This design comes from an exercise in tuning for small area, a short achievable clock period and few clock cycles per item on the open sky130 flow, not from production work.
Function not checked in this run: the RTL went through the layout flow alone.
No activity file was given, so power comes from the tool's default toggle rates.

File: flow/design.v
module zero_prefix (
    input  logic [15:0] b,
    output logic [14:0] z
);
    always_comb begin
        logic [13:0] t;
        t = ~b[13:0];
        for (int l = 0; l < 4; l++)
            for (int i = 13; i >= 0; i--)
                if ((i >> l) & 1) t[i] = t[i] & t[((i >> l) << l) - 1];
        z = {t, 1'b1};
    end
endmodule
module w0_flags (
    input  logic [1:0] top,    
    input  logic       z14,
    output logic       dn,
    output logic       up
);
    assign dn = ~top[1] &  top[0] & ~z14;
    assign up =  top[1] & (~top[0] | z14);
endmodule
module w0_pre (
    input  logic [15:0] b,
    output logic [15:0] bm,
    output logic        up
);
    logic [14:0] z;
    logic        dn;
    zero_prefix u_z (.b(b), .z(z));
    w0_flags    u_f (.top(b[15:14]), .z14(z[14]), .dn(dn), .up(up));
    assign bm = {b[15:14], b[13:0] ^ ({14{dn}} & z[13:0])};
endmodule
module add16 (
    input  logic [15:0] a,
    input  logic [15:0] b,
    input  logic        ci,
    output logic [15:0] s
);
    localparam int STYLE = 2;
    generate
        if (STYLE == 0) begin : g_plain
            logic [16:0] t;
            assign t = {a, 1'b1} + {b, ci};
            assign s = t[16:1];
        end else begin : g_prefix
            logic [15:0] p, g, G, P;
            always_comb begin
                p = a ^ b;
                g = a & b;
                G = g; P = p;
                if (STYLE == 2) begin
                    for (int l = 0; l < 4; l++)
                        for (int i = 15; i >= 0; i--)
                            if ((i >> l) & 1) begin
                                G[i] = G[i] | (P[i] & G[((i >> l) << l) - 1]);
                                P[i] = P[i] & P[((i >> l) << l) - 1];
                            end
                end else if (STYLE == 3) begin
                    for (int l = 0; l < 4; l++)
                        for (int i = 15; i >= 0; i--)
                            if (i >= (1 << l)) begin
                                G[i] = G[i] | (P[i] & G[i - (1 << l)]);
                                P[i] = P[i] & P[i - (1 << l)];
                            end
                end else begin
                    for (int l = 0; l < 4; l++)
                        for (int i = 0; i < 16; i++)
                            if ((i % (2 << l)) == (2 << l) - 1) begin
                                G[i] = G[i] | (P[i] & G[i - (1 << l)]);
                                P[i] = P[i] & P[i - (1 << l)];
                            end
                    for (int l = 2; l >= 0; l--)
                        for (int i = 0; i < 16; i++)
                            if ((i % (2 << l)) == (1 << l) - 1 && i >= (2 << l)) begin
                                G[i] = G[i] | (P[i] & G[i - (1 << l)]);
                                P[i] = P[i] & P[i - (1 << l)];
                            end
                end
            end
            assign s = p ^ ({G[14:0], 1'b0} | ({P[14:0], 1'b1} & {16{ci}}));
        end
    endgenerate
endmodule
module butterfly (
    input  logic [15:0] a,
    input  logic [15:0] bm,
    input  logic        up,
    output logic [15:0] out0,
    output logic [15:0] out1
);
    add16 u_add (.a(a), .b(bm),  .ci(up),  .s(out0));
    add16 u_sub (.a(a), .b(~bm), .ci(~up), .s(out1));
endmodule
module fft4 #(
    parameter int WIDTH = 32
)(
    input logic clk,
    input logic rst,
    input logic start,
    output logic done,
    input logic signed [WIDTH-1:0] in0,
    input logic signed [WIDTH-1:0] in1,
    input logic signed [WIDTH-1:0] in2,
    input logic signed [WIDTH-1:0] in3,
    output logic signed [WIDTH-1:0] out0,
    output logic signed [WIDTH-1:0] out1,
    output logic signed [WIDTH-1:0] out2,
    output logic signed [WIDTH-1:0] out3
);
    logic [15:0] b2r, b2i, b3r, b3i;
    logic        u2r, u2i, u3r, u3i;
    w0_pre p2r (.b(in2[31:16]), .bm(b2r), .up(u2r));
    w0_pre p2i (.b(in2[15:0]),  .bm(b2i), .up(u2i));
    w0_pre p3r (.b(in3[31:16]), .bm(b3r), .up(u3r));
    w0_pre p3i (.b(in3[15:0]),  .bm(b3i), .up(u3i));
    logic [15:0] e0r_d, e0i_d, e1r_d, e1i_d, o0r_d, o0i_d, o1r_d, o1i_d;
    butterfly bf_er (.a(in0[31:16]), .bm(b2r), .up(u2r), .out0(e0r_d), .out1(e1r_d));
    butterfly bf_ei (.a(in0[15:0]),  .bm(b2i), .up(u2i), .out0(e0i_d), .out1(e1i_d));
    butterfly bf_or (.a(in1[31:16]), .bm(b3r), .up(u3r), .out0(o0r_d), .out1(o1r_d));
    butterfly bf_oi (.a(in1[15:0]),  .bm(b3i), .up(u3i), .out0(o0i_d), .out1(o1i_d));
    logic dn0r_d, up0r_d, dn0i_d, up0i_d;
    w0_flags f0r (.top(o0r_d[15:14]), .z14(~|o0r_d[13:0]), .dn(dn0r_d), .up(up0r_d));
    w0_flags f0i (.top(o0i_d[15:14]), .z14(~|o0i_d[13:0]), .dn(dn0i_d), .up(up0i_d));
    logic [15:0] e0r, e0i, e1r, e1i, o0r, o0i, o1r, o1i;
    logic        dn0r, up0r, dn0i, up0i;
    always_ff @(posedge clk) begin
        if (start) begin
            e0r <= e0r_d; e0i <= e0i_d;
            e1r <= e1r_d; e1i <= e1i_d;
            o0r <= o0r_d; o0i <= o0i_d;
            o1r <= o1r_d; o1i <= o1i_d;
            dn0r <= dn0r_d; up0r <= up0r_d;
            dn0i <= dn0i_d; up0i <= up0i_d;
        end
    end
    always_ff @(posedge clk or posedge rst) begin
        if (rst) done <= 1'b0;
        else if (start) done <= 1'b1;
    end
    logic [14:0] z0r, z0i;
    logic [15:0] m0r, m0i;
    zero_prefix zp0r (.b(o0r), .z(z0r));
    zero_prefix zp0i (.b(o0i), .z(z0i));
    assign m0r = {o0r[15:14], o0r[13:0] ^ ({14{dn0r}} & z0r[13:0])};
    assign m0i = {o0i[15:14], o0i[13:0] ^ ({14{dn0i}} & z0i[13:0])};
    butterfly bf_0r (.a(e0r), .bm(m0r), .up(up0r), .out0(out0[31:16]), .out1(out2[31:16]));
    butterfly bf_0i (.a(e0i), .bm(m0i), .up(up0i), .out0(out0[15:0]),  .out1(out2[15:0]));
    add16 a1r (.a(e1r), .b(o1i),  .ci(1'b0), .s(out1[31:16]));
    add16 a3r (.a(e1r), .b(~o1i), .ci(1'b1), .s(out3[31:16]));
    add16 a1i (.a(e1i), .b(~o1r), .ci(1'b1), .s(out1[15:0]));
    add16 a3i (.a(e1i), .b(o1r),  .ci(1'b0), .s(out3[15:0]));
endmodule
File: flow/flow/run.sh
#!/bin/bash
# Standard layout (the standard.sh, standard synthesis), with the port
# buffers made of sky130 buf_1 cells instead of the default pick (a delay
# buffer). Every port still gets its own buffer. make's full output goes to
# standard.log; ORFS keeps each step's log under orfs/logs.
set -euo pipefail
export BUFFER_PORTS_ARGS="-buffer_cell sky130_fd_sc_hd__buf_1"
bash standard.sh > standard.log 2>&1
File: flow/standard.sh
#!/bin/bash
# synth_recipe.tcl (not shown) runs the flow's synth.tcl, then flattens the netlist and writes it again
# the make line also repeats each setting of config.mk as NAME=value (left out here)
make -C /OpenROAD-flow-scripts/flow DESIGN_CONFIG=/design/flow/config.mk WORK_HOME=/design/flow/orfs CLKGATE_MAP_FILE= SYNTH_SCRIPT=/design/flow/synth_recipe.tcl "${@:-finish}"
File: flow/config.mk
export PLATFORM = sky130hd
export DESIGN_NAME = fft4
export DESIGN_NICKNAME = fft4
export VERILOG_FILES = /design/flow/design.v
export SDC_FILE = /design/flow/constraint.sdc
export NUM_CORES = 4
export LEC_CHECK = 0
export CAP_MARGIN = 20
export CORE_MARGIN = 2
export CORE_UTILIZATION = 40
export SETUP_SLACK_MARGIN = 4
export SLEW_MARGIN = 20
File: flow/constraint.sdc
create_clock -name core_clock -period 10.0 [get_ports {clk}]
set_input_delay 2.0000 -clock core_clock [delete_from_list [all_inputs] [get_ports {clk}]]
set_output_delay 2.0000 -clock core_clock [all_outputs]
set_load 0.01 [all_outputs]
==> reports/results.ini <==
[status]
run_status=complete, no violations

[clocking]
h-tree-depth=4
cts-root-buf=clkbuf_16
cts.clk_slew.worst_paths_ns=0.06
hold_buffers=0
numClockSinks=129
clk_latency_ns=0.43
tritoncts=built
cts_buffer_depth=2
cts_inserted_buffers=17

[power]
cellLeakagePower_nw=7.90
pwr-share-clk_pct=18.9
powerDensity_nw_per_um2=197
p_sw_mw=1.62
switching_share_pct=44.7
power_frac_seq_pct=22.5
ir_drop_uv=144
pwr-share-comb_pct=58.6
p_int_mw=2.01

[floorplan]
die_w_um=200
start_util_pct=40.7
die_y_um=200
placement_rows=71
design.core.area_um2=37800
io_pins=260
dieArea_um2=40000

[timing]
finalHoldViolations=0
period_share_pct=60.4
rsz0062_at_grt=yes
max_freq_mhz=166
fin_hold_ws_ns=0.477
drv_slew=0
setup_ws_ns=3.96
tightestPinTransition_ns=0.940
setup_violations=0
fin_setup_tns_ns=0
fin_skew_ns=0
max_slew_margin_pct=37.3
period_needed_ns=6.04

[synth]
yosys_warnings=3
syn_avg_cell_area_um2=9.00
netlist_instances=1706
synth_enable_flop_cells=128
synth_seq_area_share_pct=25.2
synth_area_um2=15400
synth_ff_type=edfxtp_1
async_flop_share_pct=0.775
ys_seq_elements=129
synth.distinct_cells=68
synth_nets=2107

[global_routing]
grt_start_max_net_pins=71
grt_pass1_wl_um=63500
track_usage_pct=20.4
grt-ovfl-total=0
antenna_found_initial=1
grt_pass1_vias=12200

[final_layout]
final_layout_size_suffix_gt1_share_pct=9.51
layout.cells.non_filler=2508
antenna_cells=0
synthToLayoutAreaGrowth_pct=20.1
final_area_um2=18400
num-fill-cells=3695
final_nets=2386

[routing]
drc=0
antenna_left=0
wirelength_um=41400
viasPerCell=5.12
drt-initial-drc-count=720
drt_pass1_iterations=5
vias=12800
wl_per_cell_um=16.5

[critical_path]
endpoint=out2[31]
crit_fanout=4
reg2reg_setup_slack_ns=9.22
critPathLaunchType=flip-flop
cp.arrival_ns=4.04
rr_endpoint=done
worst-setup-path-type=reg2out
r2r_cells=1
crit_start=o0r[0]
crit_required_ns=8.00
cp-end-kind=output pin
rr_startpoint=done

[place]
post-place-ws_ns=3.07
gp_congestion=0.905
io_buffers=259
dp_hpwl_um=33900
place_inst=2437
detailed_place.area_um2=16800

[hold_path]
hold_class=reg2reg

[job]
timing.max_cap.violations=0

==> how the worst min path moves through the flow <==
stage | from | end | slack [ns] | depth (start not counted)
global route | done | done | 0.51 | 1
global placement | done | done | 0.45 | 1
floorplan | done | done | 0.51 | 1
finish | done | done | 0.48 | 1
CTS | done | done | 0.48 | 1
detailed placement | done | done | 0.46 | 1
==> metrics by stage <==
step | power (mW) | util (%)
after floorplan | 2.14 | -
after global placement | 2.78 | 44.5
after detailed placement | 2.79 | 44.5
after CTS | 3.55 | 47.0
after global routing | 3.91 | 48.9
final | 3.63 | 48.9
==> critical path: stages (launching register included) <==
cell      delay, ns
edfxtp_1       0.46
nor4b_4        0.32
nor2b_4        0.22
buf_4          0.13
xor2_2         0.17
inv_1          0.07
ha_2           0.18
or3_4          0.39
o22ai_4        0.23
o211ai_1       0.11
buf_4          0.16
a311oi_4       0.26
nor2_2         0.08
o41ai_2        0.38
xnor2_1        0.24
buf_2          0.20
==> synth_stat cells (all sizes together), types with 24 or more instances <==
library cell	number	area, µm²
xor2	132	1160
a21oi	106	531
xnor2	149	1310
inv	206	773
nand2	60	225
o21ai	41	205
clkbuf	28	106
a21o	24	181
o21bai	31	233
edfxtp	128	3840
ha	250	3130
nand2b	31	194
nor3	67	335
nor2	149	559
==> state kept, by name (all words and copies together), names as in the netlist <==
name,cells
e0i,16
e1r,16
o0i,16
o0r,16
e0r,15
e1i,15
o1i,15
o1r,15
dn0i,1
dn0r,1
done,1
up0i,1
up0r,1
==> kinds of logic after synthesis <==
group                      share of synthesized area, %
AOI/OAI and AO/OA                                  14.6
xor gates and xnor gates                           16.0
adders and majority gates                          23.0
buffers and inverters                              6.30
DFF                                                25.2
and+or+nand+nor                                    14.9
==> power groups by stage <==
stage	Clock (mW)	Combinational, mW	Sequential (mW)
finish	0.685	2.13	0.818
global route	0.717	2.36	0.831
CTS	0.700	2.03	0.815
detailed placement	0	1.97	0.820
global placement	0	1.96	0.819
floorplan	0	1.36	0.784
==> cell type report <==
cell class | count | area (µm²) | area share, %
Sequential cell | 129 | 3870 | 21.0
Tap cell | 511 | 639 | 3.47
Clock buffer | 17 | 425 | 2.31
Inverter | 206 | 773 | 4.19
Multi-Input combinational cell | 1331 | 11200 | 60.9
Timing Repair Buffer | 300 | 1300 | 7.03
Clock inverter | 14 | 215 | 1.17
==> placed cells by master, fill, tap and decap left out, types with 6 or more instances in the layout <==
| cell type | instances |
|---|---|
| nor3_1 | 59 |
| nand3_1 | 17 |
| xnor2_1 | 147 |
| o21ai_0 | 36 |
| o211ai_1 | 8 |
| a21oi_2 | 7 |
| a21o_1 | 23 |
| nor4_1 | 12 |
| o21a_1 | 19 |
| nor3b_1 | 7 |
| nand4_1 | 9 |
| or2_2 | 7 |
| or3_1 | 19 |
| and3_1 | 8 |
| a31oi_1 | 11 |
| fa_1 | 20 |
| o31ai_1 | 6 |
| a211oi_1 | 8 |
| a21boi_0 | 6 |
| inv_1 | 206 |
| xor2_1 | 122 |
| nand2b_1 | 29 |
| or4_1 | 6 |
| nor2b_1 | 14 |
| clkbuf_16 | 17 |
| nand2_1 | 59 |
| and2_1 | 10 |
| edfxtp_1 | 128 |
| xor2_2 | 8 |
| ha_4 | 8 |
| clkbuf_2 | 6 |
| ha_1 | 238 |
| a21oi_1 | 99 |
| buf_1 | 250 |
| o21bai_1 | 29 |
| buf_4 | 40 |
| nor2_1 | 145 |
==> repair_timing <==
item,CTS,global route
buffers inserted,12,28
pin swaps,10,39
endpoints found under the setup margin,37,42
gates resized for setup,43,91
==> metal layers <==
layer / GRT usage (%) / up-vias / routed length (µm)
met5: 0 / - / 12
met3: 2.54 / 46 / 1710
met4: 4.97 / 2 / 836
met2: 34.6 / 305 / 19700
li1: - / 6425 / -
met1: 27.7 / 6061 / 19200

## re-timing with driven ports
No port has a modelled driver above. Below, the same layout with a new extraction and two added sets of constraints. Step 1, drivers: a clkbuf_16 drives clk and a buf_2 each remaining input, both assumed. Step 2, shift: input delay + t, output delay - t, t = (earliest + latest rising clock arrival at the registers) / 2. This alone moves slack from input paths to output paths. Slacks: no drivers / after step 1 / after step 2; pairs: no drivers / after step 1.
t (ns): 0.475
setup slack, ns: 3.964 / 3.911 / 3.752
hold slack, ns: 0.477 / 0.477 / 0.477
worst setup path after step 2: input to register
slew at the worst register clock pin (ns): 0.07 / 0.07
After both steps this run still meets setup and hold. For this run, drivers alone change the setup slack by -0.053 ns; drivers and shift together by -0.212 ns.
